What follows belongs to an exercise in optimizing a design on an open flow for a short achievable clock period and few clock cycles; a production flow would make more cautious choices.
In this exercise RTL edits were held to simulation tests only and were not proved equivalent to the original.
No activity file was given, so power comes from the tool's default toggle rates.

==> inputs of v10 <==
==> flow/design.v (excerpt) <==
module SingleCycleMIPS(clk,
                       rst_n,
                       IR_addr,
                       IR,
                       ReadDataMem,
                       CEN,
                       WEN,
                       A,
                       Data2Mem,
                       OEN);
clock: 13.0 ns
lec_check: 0
abc_clock_period_in_ps: 1000
cap_margin: 20
core_margin: 2
core_utilization: 40
slew_margin: 20
synth_hierarchical: 1
synth_minimum_keep_size: 0
standard.sh (not shown) runs the stock make flow with config.mk's settings and CLKGATE_MAP_FILE= SYNTH_SCRIPT=/design/flow/synth_recipe.tcl, a recipe that flattens the netlist after the stock synthesis.
==> flow/flow/run.sh <==
#!/bin/bash
set -euo pipefail
export SETUP_SLACK_MARGIN=9.2
export BUFFER_PORTS_ARGS="-buffer_cell sky130_fd_sc_hd__buf_8"
bash standard.sh finish > flow.log 2>&1
==> v18: changes against v10 <==
--- a/flow/design.v
+++ b/flow/design.v
@@ -22,32 +22,29 @@
 always @(posedge clk) rst_q <= rst_n;
 reg  [31:0] pc;
 reg  [31:0] pco;                         
 reg  [31:0] ir_d, pc_d, pc4_d, ptgt_d;
 reg         v_d, ptk_d, fb_d;
 reg  [7:0]  bhit_d;                      
 reg         es_d, et_d, ws_d, wt_d;
 reg         zs_d, zt_d;                  
-reg         os_d, im1_d;                 
 reg  [31:0] rsr_d, rtr_d, lw_val;
 reg         wls_d, wlt_d;
 reg         v_e, wr_e, ld_e, br_e, bne_e, jr_e, ptk_e, btk_e;
 reg         sltz_e, sltok_e;             
-reg         ezp_e, ezok_e;               
 reg  [4:0]  dst_e, rs_e, rt_e;
 reg  [31:0] a_e, b_e, bs_e, pc_e, pc4_e, tgt_e;
 reg  [7:0]  bhit_e;
 reg  [6:0]  op_e;                        
 reg         wr_w, ld_w;
 reg  [4:0]  dst_w;
 reg  [31:0] res_w, ld_data_w;
 reg  [31:0] REG [0:31];
 reg  [31:0] zf;                          
-reg  [31:0] of;                          
 reg  [31:0] ra_p;                        
 reg          bv   [0:7];
 reg  [31:0]  btag [0:7];
 reg  [31:0]  btgt [0:7];
 reg  [1:0]   bctr [0:7];
 reg  [11:0]  bsrc [0:7];                 
 reg  [2:0]   brep;
 reg          u_v, u_tk, u_jr;
@@ -89,26 +86,22 @@
 wire [31:0] shl = x << y[4:0];
 wire [31:0] shr = x >> y[4:0];
 wire [31:0] alu = ({32{op_e[0] | op_e[1]}} & sum)
                 | ({32{op_e[2]}} & (x & y))
                 | ({32{op_e[3]}} & (x | y))
                 | ({32{op_e[4]}} & {31'd0, sum[31]})
                 | ({32{op_e[5]}} & shl)
                 | ({32{op_e[6]}} & shr);
-wire        e_z   = op_e[4] ? sltz_e : ezp_e;
+wire        ez_as;
+zero32 z_as (.a((x ^ bs_e) ^ {x[30:0] | bs_e[30:0], sub}), .z(ez_as));
+wire        e_z   = op_e[4] ? sltz_e : ez_as;
 wire        m_z;
 zero32 z_m (.a(ReadDataMem), .z(m_z));
-wire        e_rz  = ld_e ? m_z : ((op_e[0] | op_e[1]) & ezok_e & ezp_e);
-wire        e1_as, m_1;
-zero32 z_1as (.a({(x[31:2] ^ bs_e[31:2]) ^ (x[30:1] | bs_e[30:1]),
-                  x[1] ^ bs_e[1] ^ (x[0] & bs_e[0]),
-                  ~(x[0] ^ bs_e[0] ^ sub)}), .z(e1_as));
-zero32 z_m1 (.a(ReadDataMem ^ 32'd1), .z(m_1));
-wire        e_r1  = ld_e ? m_1 : ((op_e[0] | op_e[1]) & e1_as);
+wire        e_rz  = ld_e ? m_z : ((op_e[0] | op_e[1]) & ez_as);
 wire        e_brtk = btk_e;          
 wire        mis    = v_e && br_e && (e_brtk != ptk_e);
 wire [31:0] e_npc  = e_brtk ? tgt_e : pc4_e;
 wire [5:0]  op = ir_d[31:26];
 wire [4:0]  rs = ir_d[25:21];
 wire [4:0]  rt = ir_d[20:16];
 wire [4:0]  rd = ir_d[15:11];
 wire [4:0]  sh = ir_d[10:6];
@@ -129,32 +122,36 @@
 wire is_jmp = is_j || is_jal;
 wire        d_wr  = is_alu || is_addi || is_lw || is_jal;
 wire [4:0]  d_dst = is_alu ? rd : is_jal ? 5'd31 : rt;
 wire [31:0] val_w = ld_w ? ld_data_w : res_w;
 wire [31:0] rs_v = ws_d ? val_w : wls_d ? lw_val : rsr_d;
 wire [31:0] rt_v = wt_d ? val_w : wlt_d ? lw_val : rtr_d;
 wire e_s = es_d;
 wire e_t = et_d;
-wire        d_zok = v_d && is_addi && (rs == rt) && im1_d && !e_s;
-wire        dz    = os_d;
-reg  [7:0]  e_res, e_bne, e_tk;
+wire        d_zok = v_d && is_addi && (rs == rt) && !e_s;
+wire        dz_m, dz_a, dz_l, dz_r;
+zt32 z_dm (.x(ld_data_w), .imm(ir_d[15:0]), .z(dz_m));
+zt32 z_da (.x(res_w), .imm(ir_d[15:0]), .z(dz_a));
+zt32 z_dl (.x(lw_val), .imm(ir_d[15:0]), .z(dz_l));
+zt32 z_dr (.x(rsr_d), .imm(ir_d[15:0]), .z(dz_r));
+wire        dz    = ws_d ? (ld_w ? dz_m : dz_a) : wls_d ? dz_l : dz_r;
+reg  [7:0]  e_res, e_bne;
 reg         ms_i, mt_i;
 always @(*) begin
     for (i = 0; i < 8; i = i + 1) begin
         ms_i     = (bsrc[i][9:5] == rt);      
         mt_i     = (bsrc[i][4:0] == rt);
-        e_res[i] = d_zok && bsrc[i][11] && (ms_i != mt_i);
+        e_res[i] = bsrc[i][11] && (ms_i != mt_i);
         e_bne[i] = bsrc[i][10];
-        e_tk[i]  = e_res[i] ? (dz ^ e_bne[i]) : bctr[i][1];
     end
 end
-assign      b_res = |(f_hit & e_res);
+assign      b_res = d_zok && |(f_hit & e_res);
 assign      b_out = dz ^ |(f_hit & e_bne);
-wire        b_tk  = |(f_hit & e_tk);
+wire        b_tk  = b_res ? b_out : |f_bt;
 wire        f_tk     = b_tk || dec_tk;
 wire        e_a  = is_sh ? e_t : e_s;
 wire [31:0] ra_v = is_sh ? rt_v : rs_v;
 wire [31:0] av   = ({32{e_a && (op_e[0] | op_e[1])}} & sum)
                  | ({32{e_a && op_e[2]}} & (x & y))
                  | ({32{e_a && op_e[3]}} & (x | y))
                  | ({32{e_a && op_e[4]}} & {31'd0, sum[31]})
                  | ({32{e_a && op_e[5]}} & shl)
@@ -165,57 +162,56 @@
                  | ({32{e_t && op_e[2]}} & (x & y))
                  | ({32{e_t && op_e[3]}} & (x | y))
                  | ({32{e_t && op_e[4]}} & {31'd0, sum[31]})
                  | ({32{e_t && op_e[5]}} & shl)
                  | ({32{e_t && op_e[6]}} & shr)
                  | ({32{e_t && ld_e}} & ReadDataMem)
                  | ({32{!e_t}} & rt_v);
 wire        oth_z = e_s ? zt_d : zs_d;
-wire        d_res = is_br && (e_s != e_t) && !ld_e && ((op_e[0] | op_e[1]) & ezok_e | op_e[4] & sltok_e) && oth_z;
-wire        stall = v_d && ((is_lw || is_sw) && e_s && !ld_e && !(op_e[0] | op_e[1]) ||
+wire        d_res = is_br && (e_s != e_t) && !ld_e && (op_e[0] | op_e[1] | (op_e[4] & sltok_e)) && oth_z;
+wire        stall = v_d && ((is_lw || is_sw) && e_s && !ld_e ||
                             is_br && (e_s || e_t) && !d_res ||
                             is_jr && e_s);
 wire [31:0] base = e_s ? ReadDataMem : rs_v;
 wire [31:0] d_df;                                           
 ks_add #(32) a_df (.a(base), .b(~(e_t ? ReadDataMem : rt_v)), .cin(1'b1), .s(d_df), .cout());
-wire [8:0]  e_lo = x[8:0] ^ bs_e[8:0] ^ simm[8:0];
-wire [8:0]  e_cy = (x[8:0] & bs_e[8:0]) | (x[8:0] & simm[8:0]) | (bs_e[8:0] & simm[8:0]);
-wire [8:0]  addr = (e_s && !ld_e) ? e_lo + {e_cy[7:0], 1'b0} + {8'd0, sub}
-                                  : base[8:0] + simm[8:0];
+wire [8:0]  addr = base[8:0] + simm[8:0];
 wire        st_eq;
 zero32 z_st (.a(rs_v ^ rt_v), .z(st_eq));
-wire        d_sb = is_alu && (fn == 6'h22);
-wire [31:0] zpa  = is_jal ? pc4_d : ra_v;
-wire [31:0] zpb  = is_addi ? simm : is_jal ? 32'd0 : d_sb ? ~rt_v : rt_v;
-wire        zp;
-zero32 z_p (.a((zpa ^ zpb) ^ {zpa[30:0] | zpb[30:0], d_sb}), .z(zp));
 wire        known = |bhit_d;
 wire        st_tk = (rs == rt) ? is_beq : (ir_d[15] || is_bne);
 wire        p_tk  = (known || fb_d) ? ptk_d : st_tk;
 wire        go   = v_d && !mis && !stall;
 wire [31:0] btg  = pc4_d + {simm[29:0], 2'b00};
 wire [31:0] jtg  = {pc_d[31:28], ir_d[25:0], 2'b00};
-wire        tk   = d_res ? (e_z ^ is_bne) : p_tk;
+wire        tk1  = d_res ? !is_bne : p_tk;
+wire        tk0  = d_res ?  is_bne : p_tk;
 wire        jq_m, jq_a, jq_l, jq_r;
 zero32 z_jm (.a(ld_data_w ^ ptgt_d), .z(jq_m));
 zero32 z_ja (.a(res_w ^ ptgt_d), .z(jq_a));
 zero32 z_jl (.a(lw_val ^ ptgt_d), .z(jq_l));
 zero32 z_jr (.a(rsr_d ^ ptgt_d), .z(jq_r));
 wire        jr_ok = ptk_d && (ws_d ? (ld_w ? jq_m : jq_a) : wls_d ? jq_l : jq_r);
-wire        d_rd = go && (is_br ? (tk != ptk_d) : is_jmp ? !ptk_d : is_jr ? !jr_ok : ptk_d);
-wire [31:0] dn   = is_jmp ? jtg : (is_br && tk) ? btg : is_jr ? rs_v : pc4_d;
-wire        fu   = !(mis || stall || d_rd);
-wire [31:0] o    = mis ? e_npc : stall ? pc : dn;
-wire [31:0] oo   = mis ? e_npc : stall ? pco : dn;
-wire        d_tk = tk;
+wire        rd1  = go && (is_br ? (tk1 != ptk_d) : is_jmp ? !ptk_d : is_jr ? !jr_ok : ptk_d);
+wire        rd0  = go && (is_br ? (tk0 != ptk_d) : is_jmp ? !ptk_d : is_jr ? !jr_ok : ptk_d);
+wire [31:0] dn1  = is_jmp ? jtg : (is_br && tk1) ? btg : is_jr ? rs_v : pc4_d;
+wire [31:0] dn0  = is_jmp ? jtg : (is_br && tk0) ? btg : is_jr ? rs_v : pc4_d;
+wire        fu1  = !(mis || stall || rd1);
+wire        fu0  = !(mis || stall || rd0);
+wire [31:0] o1   = mis ? e_npc : stall ? pc : dn1;
+wire [31:0] o0   = mis ? e_npc : stall ? pc : dn0;
+wire [31:0] oo1  = mis ? e_npc : stall ? pco : dn1;
+wire [31:0] oo0  = mis ? e_npc : stall ? pco : dn0;
+wire        d_tk = e_z ? tk1 : tk0;
+wire        d_rd = e_z ? rd1 : rd0;
 wire [31:0] npc, npo;
-wire        f_u  = rst_n && fu;
-wire [31:0] r_pc = rst_n ? o : 32'd0;
-wire [31:0] r_po = rst_n ? oo : 32'd0;
+wire        f_u  = rst_n && (e_z ? fu1 : fu0);
+wire [31:0] r_pc = rst_n ? (e_z ? o1 : o0) : 32'd0;
+wire [31:0] r_po = rst_n ? (e_z ? oo1 : oo0) : 32'd0;
 nfin n_pc (.u(f_u), .b(b_tk), .bt(b_tgt), .k(dec_tk), .kj(dec_tj), .t(dec_tgt), .p4(pc4), .o(r_pc), .y(npc));
 nfin n_po (.u(f_u), .b(b_tk), .bt(b_tgt), .k(dec_tk), .kj(dec_tj), .t(dec_tgt), .p4(pc4), .o(r_po), .y(npo));
 always @(posedge clk) begin
     pc  <= npc;
     pco <= npo;
     if (!stall) begin
         ir_d   <= IR;
         pc_d   <= pc;
@@ -231,28 +227,24 @@
     wt_d   <= v_e && wr_e && (dst_e == (stall ? rt : IR[20:16]));
     wls_d  <= wr_w && (dst_w == (stall ? rs : IR[25:21]));
     wlt_d  <= wr_w && (dst_w == (stall ? rt : IR[20:16]));
     rsr_d  <= stall ? REG[rs] : REG[IR[25:21]];
     rtr_d  <= stall ? REG[rt] : REG[IR[20:16]];
     lw_val <= val_w;
     zs_d   <= (v_e && wr_e && (dst_e == (stall ? rs : IR[25:21]))) ? e_rz : stall ? zf[rs] : zf[IR[25:21]];
     zt_d   <= (v_e && wr_e && (dst_e == (stall ? rt : IR[20:16]))) ? e_rz : stall ? zf[rt] : zf[IR[20:16]];
-    os_d   <= (v_e && wr_e && (dst_e == (stall ? rs : IR[25:21]))) ? e_r1 : stall ? of[rs] : of[IR[25:21]];
-    im1_d  <= stall ? im1_d : (IR[15:0] == 16'hffff);
     wr_e   <= d_wr;
     ld_e   <= is_lw;
     br_e   <= is_br;
     bne_e  <= is_bne;
     jr_e   <= is_jr;
     ptk_e  <= is_br ? d_tk : (ptk_d || is_jmp);
     btk_e  <= d_res ? d_tk : (st_eq ^ is_bne);
     sltz_e <= !d_df[31];
-    ezp_e  <= zp;
-    ezok_e <= !(e_a && !is_jal) && !(e_t && is_alu && !is_sh);
     sltok_e<= !(e_s && !ld_e) && !(e_t && !ld_e);
     pc_e   <= pc_d;
     bhit_e <= bhit_d & ~amask;
     tgt_e  <= btg;
     pc4_e  <= pc4_d;
     dst_e  <= d_dst;
     rs_e   <= rs;
     rt_e   <= rt;
@@ -297,23 +289,21 @@
     end
 end
 always @(posedge clk) begin
     if (!rst_q) begin
         for (i = 0; i < 32; i = i + 1) REG[i] <= 32'd0;
         for (i = 0; i < 8; i = i + 1) bv[i] <= 1'b0;
         brep <= 3'd0;
         zf   <= 32'hffffffff;
-        of   <= 32'd0;
         ra_p <= 32'd0;
     end else begin
         if (wr_w) REG[dst_w] <= val_w;
         if (v_e && wr_e) zf[dst_e] <= e_rz;
-        if (v_e && wr_e) of[dst_e] <= e_r1;
-        if (v_d && (is_jal || (is_jr && !jr_ok))) ra_p <= pc4_d;
+        if (v_d && is_jal) ra_p <= pc4_d;
         if (u_v) begin
             for (i = 0; i < 8; i = i + 1) begin
                 if (u_hit[i]) begin
                     bctr[i] <= u_tk ? (bctr[i] == 2'd3 ? 2'd3 : bctr[i] + 2'd1)
                                     : (bctr[i] == 2'd0 ? 2'd0 : bctr[i] - 2'd1);
                     if (u_jr) btgt[i] <= u_tgt;
                 end
             end
@@ -356,16 +346,26 @@
 assign y[31:9] = u ? (b ? bt[31:9] : kj ? t[31:9] : p4[31:9]) : o[31:9];
 assign y[8:0]  = u ? (b ? bt[8:0]  : k  ? t[8:0]  : p4[8:0])  : o[8:0];
 endmodule
 module zero32 (a, z);
 input  [31:0] a;
 output        z;
 assign z = ~|a;
 endmodule
+module zt32 (x, imm, z);
+input  [31:0] x;
+input  [15:0] imm;
+output        z;
+wire [16:0] s   = {imm[15], imm};
+wire [16:0] lo  = (x[16:0] ^ s) ^ {x[15:0] | s[15:0], 1'b0};
+wire        up1 = ~|x[31:17];                       
+wire        up0 = ~|(x[31:17] ^ x[30:16]);          
+assign z = ~|lo && (imm[15] ? up1 : up0);
+endmodule
 module ks_add #(parameter W = 32) (a, b, cin, s, cout);
 input  [W-1:0] a, b;
 input          cin;
 output [W-1:0] s;
 output         cout;
 localparam L = (W > 16) ? 5 : (W > 8) ? 4 : (W > 4) ? 3 : (W > 2) ? 2 : 1;    
 wire [W-1:0] p = a ^ b;
 wire [W-1:0] gp [0:L];
==> summary of the runs <==
- v18 completed without violations. v10 produced a clean layout.
- Of v18 and v10, v18 has the higher worst hold slack (gap 0.010 ns).
- Between v18 and v10, the lower count of clock-buffer cells in the layout is in v10 (gap 18).
- In v18 the sequential power is lower than in v10, by about 1%.
- In v18 the flip-flop and latch count is lower than in v10, by 36.
- Of v18 and v10, v10 has the higher power (gap 0.66%, measured against v10).
- In combinational power, v18 and v10 hardly differ.
- Of v18 and v10, v10 has the higher utilization (gap 0.39 points).
- Of v18 and v10, v18 has the higher routed wire length (gap 4.2%, measured against v10).
==> figures <==
	v18	v10
Slowest CP cell	dfxtp_1	dfxtp_4
Status	no timing/DRC/antenna violations	no timing/DRC/antenna violations
Flop pwr share	42.8%	43.1%
Total of clock buffers placed in the layout	393	375
Fraction of standard cell area in multi-input logic	43.00%	42.34%
Cells resized by post-CTS repair	748	629
Portion of total power attributed to combinational logic	19.3%	19.1%
Worst vdd ir	0.1067 mV	0.1255 mV
Gpl congestion	0.9998	0.9575
Final critical path time including I/O delays and setup	4.143 ns	4.078 ns
Number of DRC markers after the initial detailed-route iteration	17228	17230
Clock sinks	2467	2503
Ratio of total power to cell area	131.6 nW/um2	131.5 nW/um2
Cell Area, Placed	147900 um2	147800 um2
Footprint of the multi-input gates	71410 um2	70780 um2
Flop-to-flop setup slack	8.86 ns	8.96 ns
Fraction of met2 tracks used by global routing	49.52%	48.44%
Testbench counts of v10, summed over its fixed seeds: cycles 145,321.
Testbench counts of v18, summed over its fixed seeds: cycles 145,965.

[static timing again, ports no longer ideal]
The flow's constraints put no driver on any port. The routed layouts listed below were extracted and timed again, unchanged, in two steps.
Step 1 (the two cells are an assumption about what drives the block):
set clk [get_ports {clk}]
set_driving_cell -lib_cell sky130_fd_sc_hd__clkbuf_16 $clk
set_driving_cell -lib_cell sky130_fd_sc_hd__buf_2 [delete_from_list [all_inputs] $clk]
Step 2 adds t to the input delays and takes it off the output delays; t is the mean of the earliest and latest rising clock arrival at the registers after step 1. Input paths then give back, and output paths get back, about the clock's delay inside the block.
a / b / c = no drivers / after step 1 / after step 2; a / b = the first two.
run | t (ns) | slack for setup (ns) | worst setup path after step 2 | clock arrival spread, ns | worst data-port slew with drivers (ns)
v10 | 0.997 | 8.922 / 8.596 / 7.599 | input to register | 0.110 / 0.110 | 0.65
v18 | 1.004 | 8.857 / 8.570 / 7.566 | input to register | 0.101 / 0.100 | 0.65
After both steps setup and hold are still met in every run listed. The setup slack of v10, which loses most, moves by -0.326 ns with the drivers and by -1.323 ns with both steps.
